Source: an optimization exercise on an open RTL-to-GDS flow (aim: small area, a short achievable clock period and few clock cycles). Production flows keep margins and buffers that such runs may drop.
The RTL was checked by simulation tests, not by an equivalence proof against the original design.

$ cat flow/config.mk
export PLATFORM = sky130hd
export DESIGN_NAME = geofence
export DESIGN_NICKNAME = geofence
export VERILOG_FILES = /design/flow/design.v
export SDC_FILE = /design/flow/constraint.sdc
export NUM_CORES = 4
export LEC_CHECK = 0
export CAP_MARGIN = 20
export CORE_MARGIN = 2
export CORE_UTILIZATION = 40
export CTS_BUF_LIST = sky130_fd_sc_hd__clkbuf_4 sky130_fd_sc_hd__clkbuf_8
export SLEW_MARGIN = 20
export SYNTH_HIERARCHICAL = 1
export SYNTH_MINIMUM_KEEP_SIZE = 0
$ cat flow/constraint.sdc
create_clock -name core_clock -period 13.0 [get_ports {clk}]
set_input_delay 2.6000 -clock core_clock [delete_from_list [all_inputs] [get_ports {clk}]]
set_output_delay 2.6000 -clock core_clock [all_outputs]
set_load 0.01 [all_outputs]
$ cat flow/design.v
module geofence ( clk,reset,X,Y,valid,is_inside);
input clk;
input reset;
input [9:0] X;
input [9:0] Y;
output valid;
output is_inside;
reg [3:0] cnt;
reg [9:0] ox, oy;
reg v_sx, v_sy, a_sx, a_sy, b_sx, b_sy;
reg [9:0] v_mx, v_my, a_mx, a_my, b_mx, b_my;
reg [11:0] v_3x, v_3y;
reg ins_r;
wire le1, eq1, le2, eq2;
xcmp u_x1(.am(a_mx), .vm(v_my), .v3m(v_3y), .an(a_my), .vn(v_mx), .v3n(v_3x), .le(le1), .eq(eq1));
xcmp u_x2(.am(b_mx), .vm(v_my), .v3m(v_3y), .an(b_my), .vn(v_mx), .v3n(v_3x), .le(le2), .eq(eq2));
function [1:0] cross_sign;
    input p_sx, p_sy;
    input [9:0] p_mx, p_my;
    input q_sx, q_sy;
    input [9:0] q_mx, q_my;
    input le, eq;
    reg sp, sq, zp, zq;
    begin
        sp = p_sx ^ q_sy;
        sq = p_sy ^ q_sx;
        zp = (p_mx == 10'd0) || (q_my == 10'd0);
        zq = (p_my == 10'd0) || (q_mx == 10'd0);
        case ({sp, sq})
            2'b00: cross_sign = {le && !eq, eq};
            2'b11: cross_sign = {!le, eq};
            2'b01: cross_sign = {1'b0, zp && zq};
            2'b10: cross_sign = {!(zp && zq), zp && zq};
        endcase
    end
endfunction
wire [1:0] c1 = cross_sign(a_sx, a_sy, a_mx, a_my, v_sx, v_sy, v_mx, v_my, le1, eq1);
wire [1:0] c2 = cross_sign(b_sx, b_sy, b_mx, b_my, v_sx, v_sy, v_mx, v_my, le2, eq2);
wire s1n = c1[1], s1z = c1[0];
wire s2n = c2[1], s2z = c2[0];
wire s1p = !s1n && !s1z;
wire s2p = !s2n && !s2z;
wire same = (a_sx == v_sx && a_mx != 10'd0 && v_mx != 10'd0) ||
            (a_sy == v_sy && a_my != 10'd0 && v_my != 10'd0);
wire hit = (s1n && !s2n) || (s1z && s2p) || (s1z && s2z && !same);
wire load = (cnt == 4'd2);
assign valid = (cnt == 4'd8);
assign is_inside = ins_r;
wire [9:0] mx, my;
wire [11:0] m3x, m3y;
wire nx, ny;    
absx u_ax(.x(X), .o(ox), .m(mx), .m3(m3x), .neg(nx));
absx u_ay(.x(Y), .o(oy), .m(my), .m3(m3y), .neg(ny));
always @(posedge clk or posedge reset) begin
    if (reset)
        cnt <= 4'd0;
    else
        cnt <= (cnt == 4'd8) ? 4'd0 : cnt + 4'd1;
end
always @(posedge clk) begin
    if (cnt == 4'd0) begin
        ox <= X;
        oy <= Y;
    end
    v_sx <= nx;
    v_sy <= ny;
    v_mx <= mx;
    v_my <= my;
    v_3x <= m3x;
    v_3y <= m3y;
    if (load || (s1n && s2n)) begin
        a_sx <= v_sx; a_sy <= v_sy; a_mx <= v_mx; a_my <= v_my;
    end
    if (load || (s1p && s2p)) begin
        b_sx <= v_sx; b_sy <= v_sy; b_mx <= v_mx; b_my <= v_my;
    end
    ins_r <= !load && (ins_r || hit);
end
endmodule
module xcmp(am, vm, v3m, an, vn, v3n, le, eq);
input [9:0] am, vm, an, vn;
input [11:0] v3m, v3n;
output le, eq;
wire s1;
wire s2;
wire s3;
wire p4;
wire p5;
wire p6;
wire p7;
wire p8;
wire p9;
wire p10;
wire p11;
wire p12;
wire p13;
wire p14;
wire p15;
wire s16;
wire s17;
wire s18;
wire p19;
wire p20;
wire p21;
wire p22;
wire p23;
wire p24;
wire p25;
wire p26;
wire p27;
wire p28;
wire p29;
wire p30;
wire s31;
wire s32;
wire s33;
wire p34;
wire p35;
wire p36;
wire p37;
wire p38;
wire p39;
wire p40;
wire p41;
wire p42;
wire p43;
wire p44;
wire p45;
wire s46;
wire s47;
wire s48;
wire p49;
wire p50;
wire p51;
wire p52;
wire p53;
wire p54;
wire p55;
wire p56;
wire p57;
wire p58;
wire p59;
wire p60;
wire s61;
wire s62;
wire s63;
wire p64;
wire p65;
wire p66;
wire p67;
wire p68;
wire p69;
wire p70;
wire p71;
wire p72;
wire p73;
wire p74;
wire p75;
wire s76;
wire s77;
wire s78;
wire p79;
wire p80;
wire p81;
wire p82;
wire p83;
wire p84;
wire p85;
wire p86;
wire p87;
wire p88;
wire p89;
wire p90;
wire s91;
wire s92;
wire s93;
wire p94;
wire p95;
wire p96;
wire p97;
wire p98;
wire p99;
wire p100;
wire p101;
wire p102;
wire p103;
wire p104;
wire p105;
wire s106;
wire s107;
wire s108;
wire p109;
wire p110;
wire p111;
wire p112;
wire p113;
wire p114;
wire p115;
wire p116;
wire p117;
wire p118;
wire p119;
wire p120;
wire s121;
wire s122;
wire s123;
wire p124;
wire p125;
wire p126;
wire p127;
wire p128;
wire p129;
wire p130;
wire p131;
wire p132;
wire p133;
wire p134;
wire p135;
wire s136;
wire s137;
wire s138;
wire p139;
wire p140;
wire p141;
wire p142;
wire p143;
wire p144;
wire p145;
wire p146;
wire p147;
wire p148;
wire p149;
wire p150;
wire s151;
wire c152;
wire s153;
wire c154;
wire s155;
wire c156;
wire s157;
wire c158;
wire s159;
wire c160;
wire s161;
wire c162;
wire s163;
wire c164;
wire s165;
wire c166;
wire s167;
wire c168;
wire s169;
wire c170;
wire s171;
wire c172;
wire s173;
wire c174;
wire s175;
wire c176;
wire s177;
wire c178;
wire s179;
wire c180;
wire s181;
wire c182;
wire s183;
wire c184;
wire s185;
wire c186;
wire s187;
wire c188;
wire s189;
wire c190;
wire s191;
wire c192;
wire s193;
wire c194;
wire s195;
wire c196;
wire s197;
wire c198;
wire s199;
wire c200;
wire s201;
wire c202;
wire s203;
wire c204;
wire s205;
wire c206;
wire s207;
wire c208;
wire s209;
wire c210;
wire s211;
wire c212;
wire s213;
wire c214;
wire s215;
wire c216;
wire s217;
wire c218;
wire s219;
wire c220;
wire s221;
wire c222;
wire s223;
wire c224;
wire s225;
wire c226;
wire s227;
wire c228;
wire s229;
wire c230;
wire s231;
wire c232;
wire s233;
wire c234;
wire s235;
wire c236;
wire s237;
wire c238;
wire s239;
wire c240;
wire s241;
wire c242;
wire s243;
wire c244;
wire s245;
wire c246;
wire s247;
wire c248;
wire s249;
wire c250;
wire s251;
wire c252;
wire s253;
wire c254;
wire s255;
wire c256;
wire s257;
wire c258;
wire s259;
wire c260;
wire s261;
wire c262;
wire s263;
wire c264;
wire s265;
wire c266;
wire s267;
wire c268;
wire s269;
wire c270;
wire s271;
wire c272;
wire s273;
wire c274;
wire s275;
wire c276;
wire s277;
wire c278;
wire s279;
wire c280;
wire s281;
wire c282;
wire s283;
wire c284;
wire s285;
wire c286;
wire s287;
wire c288;
wire s289;
wire c290;
wire s291;
wire c292;
wire s293;
wire c294;
wire s295;
wire c296;
wire s297;
wire c298;
wire s299;
wire c300;
wire s301;
wire c302;
wire s303;
wire c304;
wire s305;
wire c306;
wire s307;
wire c308;
wire s309;
wire c310;
wire s311;
wire c312;
wire s313;
wire c314;
wire s315;
wire c316;
wire s317;
wire c318;
wire s319;
wire c320;
wire s321;
wire c322;
wire s323;
wire c324;
wire s325;
wire c326;
wire s327;
wire c328;
wire s329;
wire c330;
wire s331;
wire c332;
wire s333;
wire c334;
wire s335;
wire c336;
wire s337;
wire c338;
wire s339;
wire c340;
wire s341;
wire c342;
wire s343;
wire c344;
wire s345;
wire c346;
wire s347;
wire c348;
wire s349;
wire c350;
wire p351;
wire g352;
wire p353;
wire g354;
wire p355;
wire g356;
wire p357;
wire g358;
wire p359;
wire g360;
wire p361;
wire g362;
wire p363;
wire g364;
wire p365;
wire g366;
wire p367;
wire g368;
wire p369;
wire g370;
wire p371;
wire g372;
wire p373;
wire g374;
wire p375;
wire g376;
wire p377;
wire g378;
wire p379;
wire g380;
wire p381;
wire g382;
wire p383;
wire g384;
wire p385;
wire g386;
wire p387;
wire g388;
wire p389;
wire g390;
wire p391;
wire g392;
dec4 uds1(.a0(am[0]), .a1(am[1]), .s1(s1), .s2(s2), .s3(s3));
an2 up4(.a(am[0]), .b(vm[0]), .y(p4));
pp3 up5(.a1(s1), .a2(vm[1]), .b1(s2), .b2(vm[0]), .c1(s3), .c2(v3m[1]), .y(p5));
pp3 up6(.a1(s1), .a2(vm[2]), .b1(s2), .b2(vm[1]), .c1(s3), .c2(v3m[2]), .y(p6));
pp3 up7(.a1(s1), .a2(vm[3]), .b1(s2), .b2(vm[2]), .c1(s3), .c2(v3m[3]), .y(p7));
pp3 up8(.a1(s1), .a2(vm[4]), .b1(s2), .b2(vm[3]), .c1(s3), .c2(v3m[4]), .y(p8));
pp3 up9(.a1(s1), .a2(vm[5]), .b1(s2), .b2(vm[4]), .c1(s3), .c2(v3m[5]), .y(p9));
pp3 up10(.a1(s1), .a2(vm[6]), .b1(s2), .b2(vm[5]), .c1(s3), .c2(v3m[6]), .y(p10));
pp3 up11(.a1(s1), .a2(vm[7]), .b1(s2), .b2(vm[6]), .c1(s3), .c2(v3m[7]), .y(p11));
pp3 up12(.a1(s1), .a2(vm[8]), .b1(s2), .b2(vm[7]), .c1(s3), .c2(v3m[8]), .y(p12));
pp3 up13(.a1(s1), .a2(vm[9]), .b1(s2), .b2(vm[8]), .c1(s3), .c2(v3m[9]), .y(p13));
pp2 up14(.a1(s2), .a2(vm[9]), .b1(s3), .b2(v3m[10]), .y(p14));
an2 up15(.a(s3), .b(v3m[11]), .y(p15));
dec4 uds16(.a0(am[2]), .a1(am[3]), .s1(s16), .s2(s17), .s3(s18));
an2 up19(.a(am[2]), .b(vm[0]), .y(p19));
pp3 up20(.a1(s16), .a2(vm[1]), .b1(s17), .b2(vm[0]), .c1(s18), .c2(v3m[1]), .y(p20));
pp3 up21(.a1(s16), .a2(vm[2]), .b1(s17), .b2(vm[1]), .c1(s18), .c2(v3m[2]), .y(p21));
pp3 up22(.a1(s16), .a2(vm[3]), .b1(s17), .b2(vm[2]), .c1(s18), .c2(v3m[3]), .y(p22));
pp3 up23(.a1(s16), .a2(vm[4]), .b1(s17), .b2(vm[3]), .c1(s18), .c2(v3m[4]), .y(p23));
pp3 up24(.a1(s16), .a2(vm[5]), .b1(s17), .b2(vm[4]), .c1(s18), .c2(v3m[5]), .y(p24));
pp3 up25(.a1(s16), .a2(vm[6]), .b1(s17), .b2(vm[5]), .c1(s18), .c2(v3m[6]), .y(p25));
pp3 up26(.a1(s16), .a2(vm[7]), .b1(s17), .b2(vm[6]), .c1(s18), .c2(v3m[7]), .y(p26));
pp3 up27(.a1(s16), .a2(vm[8]), .b1(s17), .b2(vm[7]), .c1(s18), .c2(v3m[8]), .y(p27));
pp3 up28(.a1(s16), .a2(vm[9]), .b1(s17), .b2(vm[8]), .c1(s18), .c2(v3m[9]), .y(p28));
pp2 up29(.a1(s17), .a2(vm[9]), .b1(s18), .b2(v3m[10]), .y(p29));
an2 up30(.a(s18), .b(v3m[11]), .y(p30));
dec4 uds31(.a0(am[4]), .a1(am[5]), .s1(s31), .s2(s32), .s3(s33));
an2 up34(.a(am[4]), .b(vm[0]), .y(p34));
pp3 up35(.a1(s31), .a2(vm[1]), .b1(s32), .b2(vm[0]), .c1(s33), .c2(v3m[1]), .y(p35));
pp3 up36(.a1(s31), .a2(vm[2]), .b1(s32), .b2(vm[1]), .c1(s33), .c2(v3m[2]), .y(p36));
pp3 up37(.a1(s31), .a2(vm[3]), .b1(s32), .b2(vm[2]), .c1(s33), .c2(v3m[3]), .y(p37));
pp3 up38(.a1(s31), .a2(vm[4]), .b1(s32), .b2(vm[3]), .c1(s33), .c2(v3m[4]), .y(p38));
pp3 up39(.a1(s31), .a2(vm[5]), .b1(s32), .b2(vm[4]), .c1(s33), .c2(v3m[5]), .y(p39));
pp3 up40(.a1(s31), .a2(vm[6]), .b1(s32), .b2(vm[5]), .c1(s33), .c2(v3m[6]), .y(p40));
pp3 up41(.a1(s31), .a2(vm[7]), .b1(s32), .b2(vm[6]), .c1(s33), .c2(v3m[7]), .y(p41));
pp3 up42(.a1(s31), .a2(vm[8]), .b1(s32), .b2(vm[7]), .c1(s33), .c2(v3m[8]), .y(p42));
pp3 up43(.a1(s31), .a2(vm[9]), .b1(s32), .b2(vm[8]), .c1(s33), .c2(v3m[9]), .y(p43));
pp2 up44(.a1(s32), .a2(vm[9]), .b1(s33), .b2(v3m[10]), .y(p44));
an2 up45(.a(s33), .b(v3m[11]), .y(p45));
dec4 uds46(.a0(am[6]), .a1(am[7]), .s1(s46), .s2(s47), .s3(s48));
an2 up49(.a(am[6]), .b(vm[0]), .y(p49));
pp3 up50(.a1(s46), .a2(vm[1]), .b1(s47), .b2(vm[0]), .c1(s48), .c2(v3m[1]), .y(p50));
pp3 up51(.a1(s46), .a2(vm[2]), .b1(s47), .b2(vm[1]), .c1(s48), .c2(v3m[2]), .y(p51));
pp3 up52(.a1(s46), .a2(vm[3]), .b1(s47), .b2(vm[2]), .c1(s48), .c2(v3m[3]), .y(p52));
pp3 up53(.a1(s46), .a2(vm[4]), .b1(s47), .b2(vm[3]), .c1(s48), .c2(v3m[4]), .y(p53));
pp3 up54(.a1(s46), .a2(vm[5]), .b1(s47), .b2(vm[4]), .c1(s48), .c2(v3m[5]), .y(p54));
pp3 up55(.a1(s46), .a2(vm[6]), .b1(s47), .b2(vm[5]), .c1(s48), .c2(v3m[6]), .y(p55));
pp3 up56(.a1(s46), .a2(vm[7]), .b1(s47), .b2(vm[6]), .c1(s48), .c2(v3m[7]), .y(p56));
pp3 up57(.a1(s46), .a2(vm[8]), .b1(s47), .b2(vm[7]), .c1(s48), .c2(v3m[8]), .y(p57));
pp3 up58(.a1(s46), .a2(vm[9]), .b1(s47), .b2(vm[8]), .c1(s48), .c2(v3m[9]), .y(p58));
pp2 up59(.a1(s47), .a2(vm[9]), .b1(s48), .b2(v3m[10]), .y(p59));
an2 up60(.a(s48), .b(v3m[11]), .y(p60));
dec4 uds61(.a0(am[8]), .a1(am[9]), .s1(s61), .s2(s62), .s3(s63));
an2 up64(.a(am[8]), .b(vm[0]), .y(p64));
pp3 up65(.a1(s61), .a2(vm[1]), .b1(s62), .b2(vm[0]), .c1(s63), .c2(v3m[1]), .y(p65));
pp3 up66(.a1(s61), .a2(vm[2]), .b1(s62), .b2(vm[1]), .c1(s63), .c2(v3m[2]), .y(p66));
pp3 up67(.a1(s61), .a2(vm[3]), .b1(s62), .b2(vm[2]), .c1(s63), .c2(v3m[3]), .y(p67));
pp3 up68(.a1(s61), .a2(vm[4]), .b1(s62), .b2(vm[3]), .c1(s63), .c2(v3m[4]), .y(p68));
pp3 up69(.a1(s61), .a2(vm[5]), .b1(s62), .b2(vm[4]), .c1(s63), .c2(v3m[5]), .y(p69));
pp3 up70(.a1(s61), .a2(vm[6]), .b1(s62), .b2(vm[5]), .c1(s63), .c2(v3m[6]), .y(p70));
pp3 up71(.a1(s61), .a2(vm[7]), .b1(s62), .b2(vm[6]), .c1(s63), .c2(v3m[7]), .y(p71));
pp3 up72(.a1(s61), .a2(vm[8]), .b1(s62), .b2(vm[7]), .c1(s63), .c2(v3m[8]), .y(p72));
pp3 up73(.a1(s61), .a2(vm[9]), .b1(s62), .b2(vm[8]), .c1(s63), .c2(v3m[9]), .y(p73));
pp2 up74(.a1(s62), .a2(vm[9]), .b1(s63), .b2(v3m[10]), .y(p74));
an2 up75(.a(s63), .b(v3m[11]), .y(p75));
dec4 uds76(.a0(an[0]), .a1(an[1]), .s1(s76), .s2(s77), .s3(s78));
nd2 up79(.a(an[0]), .b(vn[0]), .y(p79));
pp3n up80(.a1(s76), .a2(vn[1]), .b1(s77), .b2(vn[0]), .c1(s78), .c2(v3n[1]), .y(p80));
pp3n up81(.a1(s76), .a2(vn[2]), .b1(s77), .b2(vn[1]), .c1(s78), .c2(v3n[2]), .y(p81));
pp3n up82(.a1(s76), .a2(vn[3]), .b1(s77), .b2(vn[2]), .c1(s78), .c2(v3n[3]), .y(p82));
pp3n up83(.a1(s76), .a2(vn[4]), .b1(s77), .b2(vn[3]), .c1(s78), .c2(v3n[4]), .y(p83));
pp3n up84(.a1(s76), .a2(vn[5]), .b1(s77), .b2(vn[4]), .c1(s78), .c2(v3n[5]), .y(p84));
pp3n up85(.a1(s76), .a2(vn[6]), .b1(s77), .b2(vn[5]), .c1(s78), .c2(v3n[6]), .y(p85));
pp3n up86(.a1(s76), .a2(vn[7]), .b1(s77), .b2(vn[6]), .c1(s78), .c2(v3n[7]), .y(p86));
pp3n up87(.a1(s76), .a2(vn[8]), .b1(s77), .b2(vn[7]), .c1(s78), .c2(v3n[8]), .y(p87));
pp3n up88(.a1(s76), .a2(vn[9]), .b1(s77), .b2(vn[8]), .c1(s78), .c2(v3n[9]), .y(p88));
pp2n up89(.a1(s77), .a2(vn[9]), .b1(s78), .b2(v3n[10]), .y(p89));
nd2 up90(.a(s78), .b(v3n[11]), .y(p90));
dec4 uds91(.a0(an[2]), .a1(an[3]), .s1(s91), .s2(s92), .s3(s93));
nd2 up94(.a(an[2]), .b(vn[0]), .y(p94));
pp3n up95(.a1(s91), .a2(vn[1]), .b1(s92), .b2(vn[0]), .c1(s93), .c2(v3n[1]), .y(p95));
pp3n up96(.a1(s91), .a2(vn[2]), .b1(s92), .b2(vn[1]), .c1(s93), .c2(v3n[2]), .y(p96));
pp3n up97(.a1(s91), .a2(vn[3]), .b1(s92), .b2(vn[2]), .c1(s93), .c2(v3n[3]), .y(p97));
pp3n up98(.a1(s91), .a2(vn[4]), .b1(s92), .b2(vn[3]), .c1(s93), .c2(v3n[4]), .y(p98));
pp3n up99(.a1(s91), .a2(vn[5]), .b1(s92), .b2(vn[4]), .c1(s93), .c2(v3n[5]), .y(p99));
pp3n up100(.a1(s91), .a2(vn[6]), .b1(s92), .b2(vn[5]), .c1(s93), .c2(v3n[6]), .y(p100));
pp3n up101(.a1(s91), .a2(vn[7]), .b1(s92), .b2(vn[6]), .c1(s93), .c2(v3n[7]), .y(p101));
pp3n up102(.a1(s91), .a2(vn[8]), .b1(s92), .b2(vn[7]), .c1(s93), .c2(v3n[8]), .y(p102));
pp3n up103(.a1(s91), .a2(vn[9]), .b1(s92), .b2(vn[8]), .c1(s93), .c2(v3n[9]), .y(p103));
pp2n up104(.a1(s92), .a2(vn[9]), .b1(s93), .b2(v3n[10]), .y(p104));
nd2 up105(.a(s93), .b(v3n[11]), .y(p105));
dec4 uds106(.a0(an[4]), .a1(an[5]), .s1(s106), .s2(s107), .s3(s108));
nd2 up109(.a(an[4]), .b(vn[0]), .y(p109));
pp3n up110(.a1(s106), .a2(vn[1]), .b1(s107), .b2(vn[0]), .c1(s108), .c2(v3n[1]), .y(p110));
pp3n up111(.a1(s106), .a2(vn[2]), .b1(s107), .b2(vn[1]), .c1(s108), .c2(v3n[2]), .y(p111));
pp3n up112(.a1(s106), .a2(vn[3]), .b1(s107), .b2(vn[2]), .c1(s108), .c2(v3n[3]), .y(p112));
pp3n up113(.a1(s106), .a2(vn[4]), .b1(s107), .b2(vn[3]), .c1(s108), .c2(v3n[4]), .y(p113));
pp3n up114(.a1(s106), .a2(vn[5]), .b1(s107), .b2(vn[4]), .c1(s108), .c2(v3n[5]), .y(p114));
pp3n up115(.a1(s106), .a2(vn[6]), .b1(s107), .b2(vn[5]), .c1(s108), .c2(v3n[6]), .y(p115));
pp3n up116(.a1(s106), .a2(vn[7]), .b1(s107), .b2(vn[6]), .c1(s108), .c2(v3n[7]), .y(p116));
pp3n up117(.a1(s106), .a2(vn[8]), .b1(s107), .b2(vn[7]), .c1(s108), .c2(v3n[8]), .y(p117));
pp3n up118(.a1(s106), .a2(vn[9]), .b1(s107), .b2(vn[8]), .c1(s108), .c2(v3n[9]), .y(p118));
pp2n up119(.a1(s107), .a2(vn[9]), .b1(s108), .b2(v3n[10]), .y(p119));
nd2 up120(.a(s108), .b(v3n[11]), .y(p120));
dec4 uds121(.a0(an[6]), .a1(an[7]), .s1(s121), .s2(s122), .s3(s123));
nd2 up124(.a(an[6]), .b(vn[0]), .y(p124));
pp3n up125(.a1(s121), .a2(vn[1]), .b1(s122), .b2(vn[0]), .c1(s123), .c2(v3n[1]), .y(p125));
pp3n up126(.a1(s121), .a2(vn[2]), .b1(s122), .b2(vn[1]), .c1(s123), .c2(v3n[2]), .y(p126));
pp3n up127(.a1(s121), .a2(vn[3]), .b1(s122), .b2(vn[2]), .c1(s123), .c2(v3n[3]), .y(p127));
pp3n up128(.a1(s121), .a2(vn[4]), .b1(s122), .b2(vn[3]), .c1(s123), .c2(v3n[4]), .y(p128));
pp3n up129(.a1(s121), .a2(vn[5]), .b1(s122), .b2(vn[4]), .c1(s123), .c2(v3n[5]), .y(p129));
pp3n up130(.a1(s121), .a2(vn[6]), .b1(s122), .b2(vn[5]), .c1(s123), .c2(v3n[6]), .y(p130));
pp3n up131(.a1(s121), .a2(vn[7]), .b1(s122), .b2(vn[6]), .c1(s123), .c2(v3n[7]), .y(p131));
pp3n up132(.a1(s121), .a2(vn[8]), .b1(s122), .b2(vn[7]), .c1(s123), .c2(v3n[8]), .y(p132));
pp3n up133(.a1(s121), .a2(vn[9]), .b1(s122), .b2(vn[8]), .c1(s123), .c2(v3n[9]), .y(p133));
pp2n up134(.a1(s122), .a2(vn[9]), .b1(s123), .b2(v3n[10]), .y(p134));
nd2 up135(.a(s123), .b(v3n[11]), .y(p135));
dec4 uds136(.a0(an[8]), .a1(an[9]), .s1(s136), .s2(s137), .s3(s138));
nd2 up139(.a(an[8]), .b(vn[0]), .y(p139));
pp3n up140(.a1(s136), .a2(vn[1]), .b1(s137), .b2(vn[0]), .c1(s138), .c2(v3n[1]), .y(p140));
pp3n up141(.a1(s136), .a2(vn[2]), .b1(s137), .b2(vn[1]), .c1(s138), .c2(v3n[2]), .y(p141));
pp3n up142(.a1(s136), .a2(vn[3]), .b1(s137), .b2(vn[2]), .c1(s138), .c2(v3n[3]), .y(p142));
pp3n up143(.a1(s136), .a2(vn[4]), .b1(s137), .b2(vn[3]), .c1(s138), .c2(v3n[4]), .y(p143));
pp3n up144(.a1(s136), .a2(vn[5]), .b1(s137), .b2(vn[4]), .c1(s138), .c2(v3n[5]), .y(p144));
pp3n up145(.a1(s136), .a2(vn[6]), .b1(s137), .b2(vn[5]), .c1(s138), .c2(v3n[6]), .y(p145));
pp3n up146(.a1(s136), .a2(vn[7]), .b1(s137), .b2(vn[6]), .c1(s138), .c2(v3n[7]), .y(p146));
pp3n up147(.a1(s136), .a2(vn[8]), .b1(s137), .b2(vn[7]), .c1(s138), .c2(v3n[8]), .y(p147));
pp3n up148(.a1(s136), .a2(vn[9]), .b1(s137), .b2(vn[8]), .c1(s138), .c2(v3n[9]), .y(p148));
pp2n up149(.a1(s137), .a2(vn[9]), .b1(s138), .b2(v3n[10]), .y(p149));
nd2 up150(.a(s138), .b(v3n[11]), .y(p150));
xn2 us151(.a(p64), .b(p87), .y(s151));
or2 uc152(.a(p64), .b(p87), .y(c152));
fa3 us153(.a(p88), .b(p101), .c(p114), .s(s153), .co(c154));
fa3 us155(.a(p14), .b(p89), .c(p102), .s(s155), .co(c156));
fa3 us157(.a(p15), .b(p90), .c(p103), .s(s157), .co(c158));
assign s159 = ~p29;
assign c160 = p29;
assign s161 = ~p30;
assign c162 = p30;
assign s163 = ~p34;
assign c164 = p34;
ha2 us165(.a(p84), .b(p97), .s(s165), .co(c166));
xn2 us167(.a(p49), .b(p85), .y(s167));
or2 uc168(.a(p49), .b(p85), .y(c168));
fa3 us169(.a(p98), .b(p111), .c(p124), .s(s169), .co(c170));
fa3 us171(.a(p86), .b(p99), .c(p112), .s(s171), .co(c172));
fa3 us173(.a(p125), .b(p11), .c(p24), .s(s173), .co(c174));
fa3 us175(.a(p100), .b(p113), .c(p126), .s(s175), .co(c176));
fa3 us177(.a(p139), .b(p12), .c(p25), .s(s177), .co(c178));
ha2 us179(.a(p38), .b(p51), .s(s179), .co(c180));
fa3 us181(.a(p127), .b(p140), .c(p13), .s(s181), .co(c182));
fa3 us183(.a(p26), .b(p39), .c(p52), .s(s183), .co(c184));
fa3 us185(.a(p65), .b(c152), .c(s153), .s(s185), .co(c186));
fa3 us187(.a(p115), .b(p128), .c(p141), .s(s187), .co(c188));
fa3 us189(.a(p27), .b(p40), .c(p53), .s(s189), .co(c190));
fa3 us191(.a(p66), .b(c154), .c(s155), .s(s191), .co(c192));
fa3 us193(.a(p116), .b(p129), .c(p142), .s(s193), .co(c194));
fa3 us195(.a(p28), .b(p41), .c(p54), .s(s195), .co(c196));
fa3 us197(.a(p67), .b(c156), .c(s157), .s(s197), .co(c198));
fa3 us199(.a(p104), .b(p117), .c(p130), .s(s199), .co(c200));
fa3 us201(.a(p143), .b(p42), .c(p55), .s(s201), .co(c202));
fa3 us203(.a(p68), .b(s159), .c(c158), .s(s203), .co(c204));
fa3 us205(.a(p105), .b(p118), .c(p131), .s(s205), .co(c206));
fa3 us207(.a(p144), .b(p43), .c(p56), .s(s207), .co(c208));
fa3 us209(.a(p69), .b(c160), .c(s161), .s(s209), .co(c210));
fa3 us211(.a(p44), .b(p119), .c(p132), .s(s211), .co(c212));
fa3 us213(.a(p145), .b(p57), .c(p70), .s(s213), .co(c214));
xn2 us215(.a(p45), .b(p120), .y(s215));
or2 uc216(.a(p45), .b(p120), .y(c216));
ha2 us217(.a(p133), .b(p146), .s(s217), .co(c218));
assign s219 = ~p19;
assign c220 = p19;
ha2 us221(.a(p82), .b(p95), .s(s221), .co(c222));
fa3 us223(.a(p83), .b(p96), .c(p109), .s(s223), .co(c224));
ha2 us225(.a(p8), .b(p21), .s(s225), .co(c226));
fa3 us227(.a(p110), .b(p9), .c(p22), .s(s227), .co(c228));
fa3 us229(.a(p35), .b(c164), .c(s165), .s(s229), .co(c230));
fa3 us231(.a(p10), .b(p23), .c(p36), .s(s231), .co(c232));
fa3 us233(.a(s167), .b(c166), .c(s169), .s(s233), .co(c234));
fa3 us235(.a(p37), .b(p50), .c(c168), .s(s235), .co(c236));
fa3 us237(.a(c170), .b(s171), .c(s173), .s(s237), .co(c238));
fa3 us239(.a(s151), .b(c172), .c(s175), .s(s239), .co(c240));
fa3 us241(.a(s179), .b(c174), .c(s177), .s(s241), .co(c242));
fa3 us243(.a(c180), .b(c176), .c(c178), .s(s243), .co(c244));
fa3 us245(.a(s181), .b(s183), .c(s185), .s(s245), .co(c246));
fa3 us247(.a(s187), .b(c182), .c(c184), .s(s247), .co(c248));
fa3 us249(.a(s189), .b(c186), .c(s191), .s(s249), .co(c250));
fa3 us251(.a(c188), .b(s193), .c(c190), .s(s251), .co(c252));
fa3 us253(.a(s195), .b(c192), .c(s197), .s(s253), .co(c254));
fa3 us255(.a(c194), .b(s199), .c(c196), .s(s255), .co(c256));
fa3 us257(.a(s201), .b(s203), .c(c198), .s(s257), .co(c258));
fa3 us259(.a(c200), .b(s205), .c(c202), .s(s259), .co(c260));
fa3 us261(.a(s207), .b(s209), .c(c204), .s(s261), .co(c262));
fa3 us263(.a(c162), .b(c206), .c(s211), .s(s263), .co(c264));
fa3 us265(.a(c208), .b(s213), .c(c210), .s(s265), .co(c266));
fa3 us267(.a(p58), .b(p71), .c(s215), .s(s267), .co(c268));
fa3 us269(.a(s217), .b(c212), .c(c214), .s(s269), .co(c270));
fa3 us271(.a(p59), .b(p134), .c(p147), .s(s271), .co(c272));
fa3 us273(.a(p72), .b(c216), .c(c218), .s(s273), .co(c274));
xn2 us275(.a(p60), .b(p135), .y(s275));
or2 uc276(.a(p60), .b(p135), .y(c276));
ha2 us277(.a(p148), .b(p73), .s(s277), .co(c278));
ha2 us279(.a(p81), .b(p94), .s(s279), .co(c280));
fa3 us281(.a(p7), .b(p20), .c(c220), .s(s281), .co(c282));
fa3 us283(.a(c222), .b(s163), .c(s223), .s(s283), .co(c284));
fa3 us285(.a(c226), .b(c224), .c(s227), .s(s285), .co(c286));
fa3 us287(.a(c228), .b(s231), .c(c230), .s(s287), .co(c288));
fa3 us289(.a(c232), .b(s235), .c(c234), .s(s289), .co(c290));
fa3 us291(.a(c236), .b(s239), .c(c238), .s(s291), .co(c292));
fa3 us293(.a(c240), .b(s243), .c(c242), .s(s293), .co(c294));
fa3 us295(.a(c244), .b(s247), .c(c246), .s(s295), .co(c296));
fa3 us297(.a(c248), .b(s251), .c(c250), .s(s297), .co(c298));
fa3 us299(.a(c252), .b(s255), .c(s257), .s(s299), .co(c300));
fa3 us301(.a(c256), .b(s259), .c(s261), .s(s301), .co(c302));
fa3 us303(.a(c260), .b(s263), .c(s265), .s(s303), .co(c304));
fa3 us305(.a(s267), .b(c264), .c(s269), .s(s305), .co(c306));
fa3 us307(.a(s271), .b(c268), .c(s273), .s(s307), .co(c308));
fa3 us309(.a(s275), .b(c272), .c(s277), .s(s309), .co(c310));
fa3 us311(.a(p74), .b(p149), .c(c276), .s(s311), .co(c312));
assign s313 = ~p75;
assign c314 = p75;
ha2 us315(.a(p6), .b(s219), .s(s315), .co(c316));
fa3 us317(.a(c280), .b(s221), .c(s281), .s(s317), .co(c318));
fa3 us319(.a(s225), .b(c282), .c(s283), .s(s319), .co(c320));
fa3 us321(.a(s229), .b(c284), .c(s285), .s(s321), .co(c322));
fa3 us323(.a(s233), .b(c286), .c(s287), .s(s323), .co(c324));
fa3 us325(.a(c288), .b(s237), .c(s289), .s(s325), .co(c326));
fa3 us327(.a(s241), .b(c290), .c(s291), .s(s327), .co(c328));
fa3 us329(.a(s245), .b(c292), .c(s293), .s(s329), .co(c330));
fa3 us331(.a(s249), .b(c294), .c(s295), .s(s331), .co(c332));
fa3 us333(.a(s253), .b(c296), .c(s297), .s(s333), .co(c334));
fa3 us335(.a(c254), .b(c298), .c(s299), .s(s335), .co(c336));
fa3 us337(.a(c258), .b(s301), .c(c300), .s(s337), .co(c338));
fa3 us339(.a(c262), .b(s303), .c(c302), .s(s339), .co(c340));
fa3 us341(.a(c266), .b(s305), .c(c304), .s(s341), .co(c342));
fa3 us343(.a(c270), .b(s307), .c(c306), .s(s343), .co(c344));
fa3 us345(.a(c274), .b(s309), .c(c308), .s(s345), .co(c346));
fa3 us347(.a(c278), .b(s311), .c(c310), .s(s347), .co(c348));
fa3 us349(.a(p150), .b(s313), .c(c312), .s(s349), .co(c350));
ha2 up351(.a(p4), .b(p79), .s(p351), .co(g352));
ha2 up353(.a(p80), .b(p5), .s(p353), .co(g354));
ha2 up355(.a(s279), .b(s315), .s(p355), .co(g356));
ha2 up357(.a(s317), .b(c316), .s(p357), .co(g358));
ha2 up359(.a(s319), .b(c318), .s(p359), .co(g360));
ha2 up361(.a(s321), .b(c320), .s(p361), .co(g362));
ha2 up363(.a(s323), .b(c322), .s(p363), .co(g364));
ha2 up365(.a(s325), .b(c324), .s(p365), .co(g366));
ha2 up367(.a(s327), .b(c326), .s(p367), .co(g368));
ha2 up369(.a(s329), .b(c328), .s(p369), .co(g370));
ha2 up371(.a(s331), .b(c330), .s(p371), .co(g372));
ha2 up373(.a(s333), .b(c332), .s(p373), .co(g374));
ha2 up375(.a(s335), .b(c334), .s(p375), .co(g376));
ha2 up377(.a(s337), .b(c336), .s(p377), .co(g378));
ha2 up379(.a(s339), .b(c338), .s(p379), .co(g380));
ha2 up381(.a(s341), .b(c340), .s(p381), .co(g382));
ha2 up383(.a(s343), .b(c342), .s(p383), .co(g384));
ha2 up385(.a(s345), .b(c344), .s(p385), .co(g386));
ha2 up387(.a(s347), .b(c346), .s(p387), .co(g388));
ha2 up389(.a(s349), .b(c348), .s(p389), .co(g390));
ha2 up391(.a(c314), .b(c350), .s(p391), .co(g392));
wire [20:0] g0 = {g392, g390, g388, g386, g384, g382, g380, g378, g376, g374, g372, g370, g368, g366, g364, g362, g360, g358, g356, g354, g352};
wire [20:0] p0 = {p391, p389, p387, p385, p383, p381, p379, p377, p375, p373, p371, p369, p367, p365, p363, p361, p359, p357, p355, p353, p351};
csz u_sz(.g0(g0), .p0(p0), .le(le), .eq(eq));
endmodule
module csz(g0, p0, le, eq);
input [20:0] g0, p0;
output le, eq;
wire [19:0] g1, p1, g2, p2, g3, p3, g4, p4, g5, p5;
genvar i;
generate for (i = 0; i < 20; i = i + 1) begin : pf
    if (i % 2 == 1) begin
        assign g1[i] = g0[i] | (p0[i] & g0[i - 1]);
        assign p1[i] = p0[i] & p0[i - 1];
    end else begin
        assign g1[i] = g0[i]; assign p1[i] = p0[i];
    end
    if (i % 4 >= 2) begin
        assign g2[i] = g1[i] | (p1[i] & g1[i - i % 4 + 1]);
        assign p2[i] = p1[i] & p1[i - i % 4 + 1];
    end else begin
        assign g2[i] = g1[i]; assign p2[i] = p1[i];
    end
    if (i % 8 >= 4) begin
        assign g3[i] = g2[i] | (p2[i] & g2[i - i % 8 + 3]);
        assign p3[i] = p2[i] & p2[i - i % 8 + 3];
    end else begin
        assign g3[i] = g2[i]; assign p3[i] = p2[i];
    end
    if (i % 16 >= 8) begin
        assign g4[i] = g3[i] | (p3[i] & g3[i - i % 16 + 7]);
        assign p4[i] = p3[i] & p3[i - i % 16 + 7];
    end else begin
        assign g4[i] = g3[i]; assign p4[i] = p3[i];
    end
    if (i % 32 >= 16) begin
        assign g5[i] = g4[i] | (p4[i] & g4[i - i % 32 + 15]);
        assign p5[i] = p4[i] & p4[i - i % 32 + 15];
    end else begin
        assign g5[i] = g4[i]; assign p5[i] = p4[i];
    end
end endgenerate
assign le = p0[20] ^ g5[19];
assign eq = &p0;
endmodule
module dec4(a0, a1, s1, s2, s3);
input a0, a1;
output s1, s2, s3;
assign s1 = a0 & ~a1;
assign s2 = ~a0 & a1;
assign s3 = a0 & a1;
endmodule
module pp3(a1, a2, b1, b2, c1, c2, y);
input a1, a2, b1, b2, c1, c2;
output y;
assign y = (a1 & a2) | (b1 & b2) | (c1 & c2);
endmodule
module pp3n(a1, a2, b1, b2, c1, c2, y);
input a1, a2, b1, b2, c1, c2;
output y;
assign y = ~((a1 & a2) | (b1 & b2) | (c1 & c2));
endmodule
module pp2(a1, a2, b1, b2, y);
input a1, a2, b1, b2;
output y;
assign y = (a1 & a2) | (b1 & b2);
endmodule
module pp2n(a1, a2, b1, b2, y);
input a1, a2, b1, b2;
output y;
assign y = ~((a1 & a2) | (b1 & b2));
endmodule
module an2(a, b, y);
input a, b;
output y;
assign y = a & b;
endmodule
module nd2(a, b, y);
input a, b;
output y;
assign y = ~(a & b);
endmodule
module xn2(a, b, y);
input a, b;
output y;
assign y = ~(a ^ b);
endmodule
module or2(a, b, y);
input a, b;
output y;
assign y = a | b;
endmodule
module fa3(a, b, c, s, co);
input a, b, c;
output s, co;
assign s = a ^ b ^ c;
assign co = (a & b) | (c & (a ^ b));
endmodule
module ha2(a, b, s, co);
input a, b;
output s, co;
assign s = a ^ b;
assign co = a & b;
endmodule
module absx(x, o, m, m3, neg);
input [9:0] x, o;
output neg;
output [9:0] m;
output [11:0] m3;
wire [9:0] g = x & ~o;
wire [9:0] p = ~(x ^ o);
wire [9:0] G1, P1, G2, P2, G3, P3, G4, P4;
genvar i;
generate for (i = 0; i < 10; i = i + 1) begin : pf
    if (i % 2 == 1) begin
        assign G1[i] = g[i] | (p[i] & g[i-1]); assign P1[i] = p[i] & p[i-1];
    end else begin assign G1[i] = g[i]; assign P1[i] = p[i]; end
    if (i % 4 >= 2) begin
        assign G2[i] = G1[i] | (P1[i] & G1[i - i%4 + 1]); assign P2[i] = P1[i] & P1[i - i%4 + 1];
    end else begin assign G2[i] = G1[i]; assign P2[i] = P1[i]; end
    if (i % 8 >= 4) begin
        assign G3[i] = G2[i] | (P2[i] & G2[i - i%8 + 3]); assign P3[i] = P2[i] & P2[i - i%8 + 3];
    end else begin assign G3[i] = G2[i]; assign P3[i] = P2[i]; end
    if (i % 16 >= 8) begin
        assign G4[i] = G3[i] | (P3[i] & G3[i - i%16 + 7]); assign P4[i] = P3[i] & P3[i - i%16 + 7];
    end else begin assign G4[i] = G3[i]; assign P4[i] = P3[i]; end
end endgenerate
wire co = G4[9];            
assign neg = ~co;
wire [9:0] c = {G4[8:0] | (P4[8:0] & {9{co}}), co};
assign m = p ^ c ^ {10{~co}};
wire [10:0] a3 = {1'b0, m};
wire [10:0] b3 = {m, 1'b0};
wire [10:0] h = a3 ^ b3;
wire [10:0] k = a3 & b3;
wire [10:0] K1, Q1, K2, Q2, K3, Q3, K4, Q4;
generate for (i = 0; i < 11; i = i + 1) begin : pf3
    if (i % 2 == 1) begin
        assign K1[i] = k[i] | (h[i] & k[i-1]); assign Q1[i] = h[i] & h[i-1];
    end else begin assign K1[i] = k[i]; assign Q1[i] = h[i]; end
    if (i % 4 >= 2) begin
        assign K2[i] = K1[i] | (Q1[i] & K1[i - i%4 + 1]); assign Q2[i] = Q1[i] & Q1[i - i%4 + 1];
    end else begin assign K2[i] = K1[i]; assign Q2[i] = Q1[i]; end
    if (i % 8 >= 4) begin
        assign K3[i] = K2[i] | (Q2[i] & K2[i - i%8 + 3]); assign Q3[i] = Q2[i] & Q2[i - i%8 + 3];
    end else begin assign K3[i] = K2[i]; assign Q3[i] = Q2[i]; end
    if (i % 16 >= 8) begin
        assign K4[i] = K3[i] | (Q3[i] & K3[i - i%16 + 7]); assign Q4[i] = Q3[i] & Q3[i - i%16 + 7];
    end else begin assign K4[i] = K3[i]; assign Q4[i] = Q3[i]; end
end endgenerate
assign m3 = {K4[10], h ^ {K4[9:0], 1'b0}};
endmodule
$ cat flow/flow/run.sh
#!/bin/bash
# The standard layout (standard.sh, ORFS's own steps), with two changes made
# through make variables, one per line in flow/make_args.txt:
#  - ORFS's timing repair aims for a setup slack of SETUP_SLACK_MARGIN ns,
#    i.e. a shorter period than the constraint's, instead of the default 0;
#  - the port buffers that ORFS inserts are a plain buffer cell instead of the
#    delay cell buffer_ports picks by itself.
set -euo pipefail
mapfile -t ARGS < flow/make_args.txt
bash standard.sh "${ARGS[@]}" finish > make_finish.log 2>&1
$ cat flow/flow/make_args.txt
SETUP_SLACK_MARGIN=6.75
PLACE_DENSITY=0.5
BUFFER_PORTS_ARGS=-buffer_cell sky130_fd_sc_hd__buf_2
$ cat flow/standard.sh
#!/bin/bash
# synth_recipe.tcl (not shown) runs the flow's synth.tcl, then flattens the netlist and writes it again
# the make line also repeats each setting of config.mk as NAME=value (left out here)
make -C /OpenROAD-flow-scripts/flow DESIGN_CONFIG=/design/flow/config.mk WORK_HOME=/design/flow/orfs CLKGATE_MAP_FILE= SYNTH_SCRIPT=/design/flow/synth_recipe.tcl "${@:-finish}"
==> results.cfg, run 1 <==
[clocking]
cts_root_buf = clkbuf_8
h-tree-depth = 4
cts_tree = built
cts_setup_buffers = 0
cts_buffer_depth = 2
cts.sinks = 113
path_clk_slew_ns = 0.08
cts_buffers = 17
cts_hold_buffers = 0
insertion_delay_ns = 0.44

[placement]
dp_hpwl_mm = 30.7
portBuffers = 23
dp.cells = 1710
gp_congestion = 0.858
dpl_cell_area_mm2 = 0.0141

[layout]
drive_above_1_share = 0.138
final_common_cell = a222oi_1
final_nets = 1573
final_cells = 1743
stdcell_area_mm2 = 0.0146
area_growth_pct = 9.79
final_cell_mix = a222oi_1, fa_1, inv_1
n_antenna_cell = 0

[die]
core_area_mm2 = 0.0327
dieArea_mm2 = 0.0348
die_h_um = 186
num_rows = 66
initial_core_util = 0.407
ios = 24
die_w_um = 186

[min_path]
min_from = cnt[0]$_DFF_PP0_
hold_end = cnt[0]$_DFF_PP0_
hold_path_depth = 1
hold_class = reg2reg

[timing]
finalCriticalPeriod_ns = 5.90
slew_violations = 0
hold_violations = 0
finClkSkew_ns = 0.0201
fin_hold_ws_ns = 0.485
tightest_slew_ns = 1.11
tns_ns = 0
rsz0062_at_grt = true
finalCritPeriodShare = 0.454
setup_viol = 0
max_freq_ghz = 0.169
slew_headroom = 0.262

[worst_setup_path]
worst-endpoint-required_ns = 13.31
worstSetupStartpointType = input pin
rrSetupSlack_ns = 7.13
path_max_fanout = 8
path_class = in2reg
reg2reg_depth = 17
r2r-start = b_my[7]$_DFFE_PP_
reg2reg_to = a_my[4]$_DFFE_PP_
cp.arrival_ns = 6.21
endpoint_kind = flop

[drt]
wl_per_cell_um = 24.5
dr.pass1.iters = 15
via_per_inst = 6.40
num_vias = 11200
drc = 0
drt_iter0_markers = 2368
antenna_left = 0
routed_wl_mm = 42.8

[grt]
grt_max_degree = 24
overflow = 0
grt_pass1_wl_mm = 66.8
track_usage = 0.248
antenna_found_initial = 0
grt_pass1_vias = 11300

[status]
status = finished clean

[synthesis]
avgSynthCellArea_um2 = 10.8
netlist_instances = 1229
synth_fp_nets = 1514
ys_warn_count = 7
syn_area_mm2 = 0.0133

[flow_run]
drv_cap = 0
[state kept, by name (all words and copies together), names as in the netlist, 4 cells and up]
name  count
oy       10
b_mx     10
v_mx     10
a_my     10
v_3x     11
ox       10
v_my     10
cnt       4
v_3y     11
b_my     10
a_mx     10
[metrics by stage]
| stage | utilization | setup slack, ns |
|---|---|---|
| global route | 0.447 | 6.75 |
| finish | 0.447 | 7.10 |
| global placement | 0.431 | 6.43 |
| CTS | 0.445 | 6.76 |
| floorplan | - | 7.19 |
| detailed placement | 0.431 | 6.39 |
[cell type report]
| cell class | instances | area (um2) |
|---|---|---|
| Clock buffer | 20 | 256 |
| Timing Repair Buffer | 41 | 250 |
| Tap cell | 442 | 553 |
| Multi-Input combinational cell | 961 | 9900 |
| Inverter | 154 | 578 |
| Sequential cell | 113 | 2930 |
| Clock inverter | 12 | 158 |
| Fill cell | 3194 | 18100 |
[routing by layer]
metal / part of all wire / GRT usage / wire (um)
met5: 0 / 0 / 0
met4: 0.024 / 0.0711 / 1020
met3: 0.11 / 0.0553 / 4840
met2: 0.45 / 0.386 / 19200
met1: 0.41 / 0.348 / 17700
[worst max-delay path: stages]
cell,delay (ns)
buf_2,0.11
ha_1,0.39
o21ai_0,0.19
o21ba_2,0.28
o22ai_4,0.24
mux2i_1,0.25
xor2_1,0.35
inv_1,0.16
ha_1,0.35
inv_1,0.04
a211oi_1,0.33
o21a_1,0.24
o22ai_1,0.14
fa_1,0.39
xnor2_1,0.14
[worst max-delay path by stage]
stage / from / endpoint / slack (ns) / depth (start not counted)
after global placement: b_my[3]$_DFFE_PP_ / a_my[7]$_DFFE_PP_ / 6.43 / 18
after global routing: b_my[3]$_DFFE_PP_ / a_my[7]$_DFFE_PP_ / 6.75 / 18
after detailed placement: b_my[3]$_DFFE_PP_ / a_my[7]$_DFFE_PP_ / 6.39 / 18
after floorplan: X[2] / v_3x[9]$_DFF_P_ / 7.19 / 14
after CTS: b_my[3]$_DFFE_PP_ / b_mx[3]$_DFFE_PP_ / 6.76 / 17
final: X[2] / v_3x[9]$_DFF_P_ / 7.10 / 15
[what timing repair did]
item | CTS | global route
gates resized for setup | 7 | 16
pin swaps | 0 | 3
setup endpoints to repair | 44 | 46
gates cloned | 0 | 1
Testbench counts, summed over its fixed seeds: cycles 21,600.
==> run 2: changes to the inputs <==
==> flow/flow/make_args.txt (replaced) <==
SETUP_SLACK_MARGIN=6.5
PLACE_DENSITY=0.5
BUFFER_PORTS_ARGS=-buffer_cell sky130_fd_sc_hd__buf_2
==> run 2 against run 1 <==
Against the previous run:
- fmax decreased by 4.0%
- setup slack worse by 0.25 ns
- synthesized cell count stayed put
- die area did not move
- flip-flop and latch count did not move
- via count is 0.51% lower
- final area down 0.48%
- global-route usage barely moved
- register-to-register slack worse by 0.28 ns
- hold slack about the same
==> results.cfg, run 2 <==
[layout]
reg_top3 = v_3x x11, v_3y x11
final_nets = 1572
final.fill_count = 3199
stdcell_area_mm2 = 0.0146
final_common_cell = a222oi_1
n_antenna_cell = 0
final_cells = 1742
final_cell_mix = a222oi_1, fa_1, inv_1
area_growth_pct = 9.26
drive_above_1_share = 0.128

[drt]
drc = 0
drt_iter0_markers = 2262
routed_wl_mm = 42.6
via_per_inst = 6.37
antenna_left = 0
dr.pass1.iters = 13
wl_per_cell_um = 24.4
num_vias = 11100

[min_path]
hold_path_depth = 1
hold_class = reg2reg
hold_end = cnt[0]$_DFF_PP0_
min_from = cnt[0]$_DFF_PP0_

[timing]
finalCritPeriodShare = 0.473
hold_violations = 0
tns_ns = 0
tightest_slew_ns = 1.25
max_freq_ghz = 0.163
rsz0062_at_grt = false
finClkSkew_ns = 0.0212
fin_hold_ws_ns = 0.485
setup_viol = 0
setup_ws_ns = 6.85
slew_headroom = 0.165
finalCriticalPeriod_ns = 6.15
slew_violations = 0

[flow_run]
drv_cap = 0

[worst_setup_path]
reg2reg_depth = 17
path_class = reg2reg
rrSetupSlack_ns = 6.85
worstSetupStartpointType = flop
worst-endpoint-required_ns = 13.11
cp.arrival_ns = 6.26
r2r-start = v_my[7]$_DFF_P_
reg2reg_to = a_mx[2]$_DFFE_PP_
endpoint_kind = flop
path_max_fanout = 23

[placement]
pre_cts_ws_ns = 6.39
portBuffers = 23
dpl_cell_area_mm2 = 0.0141
dp.cells = 1710
gp_congestion = 0.858
dp_hpwl_mm = 30.7

[die]
ios = 24
num_rows = 66
initial_core_util = 0.407
die_w_um = 186
dieArea_mm2 = 0.0348
core_area_mm2 = 0.0327
die_h_um = 186

[clocking]
cts.sinks = 113
insertion_delay_ns = 0.44
cts_tree = built
cts_buffers = 17
path_clk_slew_ns = 0.08
cts_root_buf = clkbuf_8
h-tree-depth = 4
cts_buffer_depth = 2
cts_setup_buffers = 0

[synthesis]
avgSynthCellArea_um2 = 10.8
synth_fp_nets = 1514
syn_area_mm2 = 0.0133
netlist_instances = 1229
ys_warn_count = 7

[status]
status = finished clean

[grt]
grt_max_degree = 24
overflow = 0
grt_pass1_wl_mm = 66.7
grt_pass1_vias = 11300
track_usage = 0.248
antenna_found_initial = 0
-- run 2: worst max-delay path by stage --
stage                         to  slack, ns              start  cells past startpoint
4_1_cts        a_my[4]$_DFFE_PP_       6.64  b_my[3]$_DFFE_PP_                     18
2_1_floorplan    v_3x[9]$_DFF_P_       7.19               X[2]                     14
3_5_place_dp   a_my[7]$_DFFE_PP_       6.39  b_my[3]$_DFFE_PP_                     18
5_1_grt        a_my[7]$_DFFE_PP_       6.56  b_my[0]$_DFFE_PP_                     18
6_report       a_mx[2]$_DFFE_PP_       6.85    v_my[7]$_DFF_P_                     17
3_3_place_gp   a_my[7]$_DFFE_PP_       6.43  b_my[3]$_DFFE_PP_                     18
-- run 2: repair_timing --
action	4_1_cts	5_1_grt
gates resized for setup	1	7
hold endpoints to repair	0	0
hold buffers	0	0
endpoints found under the setup margin	22	44
-- run 2: critical path: stages, from the launching register on --
cell	delay, ns
dfxtp_1	1.15
a222oi_1	0.26
inv_1	0.13
fa_1	0.45
fa_1	0.56
fa_1	0.43
fa_1	0.47
ha_1	0.32
nand4_2	0.17
nor2_1	0.16
nand4_1	0.13
nor4_1	0.66
inv_1	0.13
nand2_1	0.10
o22ai_1	0.07
a31oi_1	0.19
nand2b_1	0.18
nand2_4	0.20
-- run 2: area by class of cell --
| class | instances | area (um2) | share of cell area |
|---|---|---|---|
| flip-flops and latches | 113 | 2920 | 0.201 |
| clock buffers | 20 | 256 | 0.0176 |
| multi-input cells | 960 | 9830 | 0.676 |
| well taps | 442 | 553 | 0.0380 |
| clock inverters | 12 | 158 | 0.0108 |
| repair buffers | 41 | 250 | 0.0172 |
| inverters | 154 | 578 | 0.0397 |
-- run 2: metrics by stage --
| step | utilization |
|---|---|
| floorplan | - |
| global placement | 0.431 |
| detailed placement | 0.431 |
| CTS | 0.444 |
| global route | 0.445 |
| finish | 0.445 |
-- run 2: metal layers --
metal | routed length [um] | up-vias | track usage
met5 | 0 | - | 0
met4 | 1130 | 0 | 0.0711
met3 | 4690 | 61 | 0.0553
met2 | 19000 | 712 | 0.385
met1 | 17800 | 5394 | 0.348
li1 | - | 4932 | -
==> run 3: changes to the inputs <==
==> flow/flow/make_args.txt (replaced) <==
SETUP_SLACK_MARGIN=7.0
PLACE_DENSITY=0.5
BUFFER_PORTS_ARGS=-buffer_cell sky130_fd_sc_hd__buf_2
==> run 3 against run 2 <==
Against the previous run:
- setup slack improved by 0.32 ns
- hold slack better by 0.0012 ns
- area after synthesis did not move
- sequential share of layout area decreased by 0.49 points
- first-iteration DRC count grew 6.2%
- critical path type unchanged
- largest cell class unchanged
==> results.cfg, run 3 <==
[grt]
grt_max_degree = 24
track_usage = 0.250
overflow = 0
grt_pass1_wl_mm = 67.1
antenna_found_initial = 0
grt_pass1_vias = 11300

[synthesis]
avgSynthCellArea_um2 = 10.8
syn_area_mm2 = 0.0133
ys_warn_count = 7
netlist_instances = 1229
synth_fp_nets = 1514

[worst_setup_path]
path_max_fanout = 11
cp.arrival_ns = 5.96
worst-endpoint-required_ns = 13.13
slowest_delay_ns = 0.51
worstSetupStartpointType = flop
critical-path-top-cell-by-count = fa_1
critPathSlowestCell = fa_1
endpoint_kind = flop
crit_chain = and2_2, a222oi_1, fa_1, fa_1, fa_1, fa_1, fa_1, ha_1, nand2_1, nor3_2, a211oi_1, a21oi_1, nor4_4, nor3_1, a31oi_1, o21ai_2, nor2_4, a21o_4
path_class = reg2reg

[layout]
final_common_cell = a222oi_1
final_cell_mix = a222oi_1, fa_1, inv_1
drive_above_1_share = 0.163
area_growth_pct = 12.1
reg_top3 = v_3x x11, v_3y x11
final_nets = 1592
final.fill_count = 3174
n_antenna_cell = 0

[clocking]
cts.sinks = 113
cts_root_buf = clkbuf_8
insertion_delay_ns = 0.44
cts_buffers = 17
cts_tree = built
h-tree-depth = 4
cts_hold_buffers = 0
path_clk_slew_ns = 0.08
cts_buffer_depth = 2

[die]
die_w_um = 186
ios = 24
dieArea_mm2 = 0.0348
die_h_um = 186
initial_core_util = 0.407
core_area_mm2 = 0.0327
num_rows = 66

[timing]
finClkSkew_ns = 0.0211
finalCriticalPeriod_ns = 5.83
setup_ws_ns = 7.17
rsz0062_at_grt = true
finalCritPeriodShare = 0.449
hold_violations = 0
tightest_slew_ns = 0.887
max_freq_ghz = 0.171
tns_ns = 0
slew_headroom = 0.408
slew_violations = 0
setup_viol = 0

[drt]
dr.pass1.iters = 15
wl_met2_mm = 19.4
via_per_inst = 6.41
wl_per_cell_um = 24.8
wl_met3_mm = 5.25
routed.top_layer = met4
routed_wl_mm = 43.6
antenna_left = 0
drt_iter0_markers = 2403
routedLengthMet1_mm = 17.7
drc = 0
num_vias = 11300

[status]
status = finished clean

[placement]
gp_congestion = 0.858
dp_hpwl_mm = 30.7
pre_cts_ws_ns = 6.39
portBuffers = 23

[min_path]
hold_class = reg2reg

[flow_run]
drv_cap = 0
-- run 3: path summary, 6_finish.rpt --
path                                        start                end  slack, ns  cells after the start
worst min register to register   cnt[0]$_DFF_PP0_   cnt[0]$_DFF_PP0_       0.49                      1
worst max register to register  a_my[1]$_DFFE_PP_  b_mx[8]$_DFFE_PP_       7.17                     18
min in group asynchronous                   reset   cnt[2]$_DFF_PP0_       2.03                      2
worst min-delay path             cnt[0]$_DFF_PP0_   cnt[0]$_DFF_PP0_       0.49                      1
max in group asynchronous                   reset   cnt[0]$_DFF_PP0_      10.81                      2
worst max-delay path            a_my[1]$_DFFE_PP_  b_mx[8]$_DFFE_PP_       7.17                     18
-- run 3: final cells by class --
| class | instances | area (um2) | share of cell area |
|---|---|---|---|
| Tap cell | 442 | 553 | 0.0370 |
| Sequential cell | 113 | 2930 | 0.196 |
| Clock inverter | 12 | 158 | 0.0106 |
| Timing Repair Buffer | 53 | 340 | 0.0228 |
| Clock buffer | 20 | 256 | 0.0172 |
| Multi-Input combinational cell | 968 | 10100 | 0.678 |
| Inverter | 154 | 578 | 0.0387 |
-- run 3: routing by layer --
layer / vias up / global-route usage
met5: - / 0
met1: 5496 / 0.350
met2: 740 / 0.388
met4: 0 / 0.0720
li1: 4978 / -
met3: 80 / 0.0553
-- run 3: stage by stage --
stage,cells,hold slack [ns],utilization,area [um2]
final,1762,0.486,0.457,14900
after global placement,1710,0.478,0.431,14100
after floorplan,1229,0.454,-,13300
after CTS,1743,0.492,0.446,14600
after global routing,1762,0.520,0.457,14900
after detailed placement,1710,0.476,0.431,14100
-- run 3: critical path: cells and delay by family (launching register included) --
family	cells	cell delay (ns)
adder cells (fa/ha/maj)	6	2.55
flip-flops	1	0.44
AO/OA/AOI/OAI	6	1.42
AND/OR/NAND/NOR	6	1.12
-- run 3: what timing repair did --
action                                  4_1_cts  5_1_grt
gates cloned                                  1        7
setup buffers                                 0       12
endpoints found under the setup margin       44       50
resized for setup                            12       49
pin swaps                                     0       23
==> run 4: changes to the inputs <==
==> flow/flow/make_args.txt (replaced) <==
SETUP_SLACK_MARGIN=7.0
PLACE_DENSITY=0.72
BUFFER_PORTS_ARGS=-buffer_cell sky130_fd_sc_hd__buf_2
--- a/flow/config.mk
+++ b/flow/config.mk
@@ -7,7 +7,7 @@
 export LEC_CHECK = 0
 export CAP_MARGIN = 20
 export CORE_MARGIN = 2
-export CORE_UTILIZATION = 40
+export CORE_UTILIZATION = 65
 export CTS_BUF_LIST = sky130_fd_sc_hd__clkbuf_4 sky130_fd_sc_hd__clkbuf_8
 export SLEW_MARGIN = 20
 export SYNTH_HIERARCHICAL = 1
==> run 4 against run 3 <==
Against the previous run:
- sequential share of layout area rose by 0.45 points
- first-iteration DRC count rose by 20%
- setup slack got worse by 0.099 ns
- still clean
- synthesized cell count did not move
- non-clock buffer count fell by 9
==> results.cfg, run 4 <==
[timing]
slew_headroom = 0.129
setup_viol = 0
tns_ns = 0
slew_violations = 0
finClkSkew_ns = 0.0159
finalCritPeriodShare = 0.456
finalCriticalPeriod_ns = 5.93
fin_hold_ws_ns = 0.492
max_freq_ghz = 0.169
hold_violations = 0
tightest_slew_ns = 1.30
rsz0062_at_grt = false

[worst_setup_path]
path_max_fanout = 23
worst-endpoint-required_ns = 13.14
cp_top_family = adder cells
endpoint_kind = flop
cp.arrival_ns = 6.07
worstSetupStartpointType = flop
slowest_delay_ns = 1.19
path_class = reg2reg
crit_chain = a222oi_1, inv_1, fa_1, fa_1, fa_1, fa_1, ha_1, nand4_4, nor3_4, nand3_2, and3_1, nor4_4, nor3_1, a31oi_1, o21ai_2, nor2_4, a21o_4
critPathSlowestCell = dfxtp_1
cp_num_buf_inv = 1
critical-path-top-cell-by-count = fa_1

[synthesis]
netlist_instances = 1229
synth_fp_nets = 1514
syn_area_mm2 = 0.0133
ys_warn_count = 7
avgSynthCellArea_um2 = 10.8

[min_path]
hold_class = reg2reg

[grt]
antenna_found_initial = 0
overflow = 0
grt_max_degree = 24
track_usage = 0.367
grt_pass1_vias = 11800
grt_pass1_wl_mm = 61.4

[placement]
portBuffers = 23
dp_hpwl_mm = 27.6
gp_congestion = 0.926
dpl_cell_area_mm2 = 0.0138

[clocking]
h-tree-depth = 4
cts_root_buf = clkbuf_8
cts_tree = built
cts_hold_buffers = 0
path_clk_slew_ns = 0.08
cts_buffer_depth = 2
cts_buffers = 17
insertion_delay_ns = 0.43
cts.sinks = 113

[drt]
wl_per_cell_um = 25.2
drt_iter0_markers = 2875
drc = 0
dr.pass1.iters = 15
via_per_inst = 7.41
routed_wl_mm = 39.7
num_vias = 11700
antenna_left = 0

[die]
die_h_um = 147
dieArea_mm2 = 0.0217
core_area_mm2 = 0.0202
num_rows = 52
initial_core_util = 0.660
ios = 24
die_w_um = 147

[flow_run]
drv_cap = 0

[layout]
final_nets = 1580
n_antenna_cell = 0
final_cell_mix = a222oi_1, fa_1, inv_1
reg_top3 = v_3x x11, v_3y x11
drive_above_1_share = 0.154
final_common_cell = a222oi_1
area_growth_pct = 9.70
stdcell_area_mm2 = 0.0146

[status]
status = finished clean
run 4: layout make-up:
type	instances	area, um2
inverter	154	578
sequential	113	2930
fill	1487	5560
clock buffer	17	234
multi-input combinational	965	10100
clock inverter	15	203
tap	270	338
timing repair buffer	44	273
run 4: what timing repair did:
item	CTS	global route
pin swaps	0	19
endpoints found under the setup margin	44	51
gates resized for setup	10	46
gates cloned	0	5
setup buffers	0	10
run 4: final timing paths:
kind | cells past startpoint | slack [ns] | to | from
worst max-delay path | 17 | 7.07 | b_my[8]$_DFFE_PP_ | v_my[3]$_DFF_P_
worst min-delay path | 1 | 0.49 | cnt[0]$_DFF_PP0_ | cnt[0]$_DFF_PP0_
worst max register to register | 17 | 7.07 | b_my[8]$_DFFE_PP_ | v_my[3]$_DFF_P_
worst min register to register | 1 | 0.49 | cnt[0]$_DFF_PP0_ | cnt[0]$_DFF_PP0_
max in group asynchronous | 2 | 10.82 | cnt[3]$_DFF_PP0_ | reset
min in group asynchronous | 2 | 2.03 | cnt[0]$_DFF_PP0_ | reset
run 4: per-stage QoR:
step | instances | utilization | setup WS [ns]
after floorplan | 1229 | - | 7.19
after global placement | 1531 | 0.686 | 6.65
after detailed placement | 1531 | 0.686 | 6.47
after CTS | 1563 | 0.709 | 7.01
after global routing | 1578 | 0.724 | 6.97
final | 1578 | 0.724 | 7.07
run 4: per-layer routing:
metal / track usage / wire length (um) / up-vias
met3: 0.143 / 6390 / 210
met1: 0.468 / 13900 / 5513
met2: 0.551 / 17200 / 1015
met5: 0.00909 / 0 / -
li1: - / - / 4952
met4: 0.173 / 2250 / 0

-- separate check: timing with driven ports --
In the flow no input, the clock included, has a driving cell. The finished layouts below were timed again as built, in two steps. Step 1 assumes that a clkbuf_16 drives the clock port and a buf_2 every other input. Step 2, shift: input delay + t, output delay - t, t = (earliest + latest rising clock arrival at the registers) / 2. This alone moves slack from input paths to output paths. a / b / c = ideal / step 1 / step 2; a / b = the first two.
run | t, ns | setup slack, ns | latest minus earliest clock arrival (ns)
run 1 | 0.471 | 7.098 / 7.124 / 6.654 | 0.020 / 0.021
run 2 | 0.471 | 6.852 / 6.852 / 6.638 | 0.023 / 0.022
run 3 | 0.471 | 7.168 / 7.168 / 6.825 | 0.023 / 0.022
run 4 | 0.463 | 7.069 / 7.069 / 6.742 | 0.017 / 0.016
After both steps setup and hold are still met in every run listed. For run 1, which loses most, drivers alone change the setup slack by +0.026 ns; drivers and shift together by -0.444 ns.
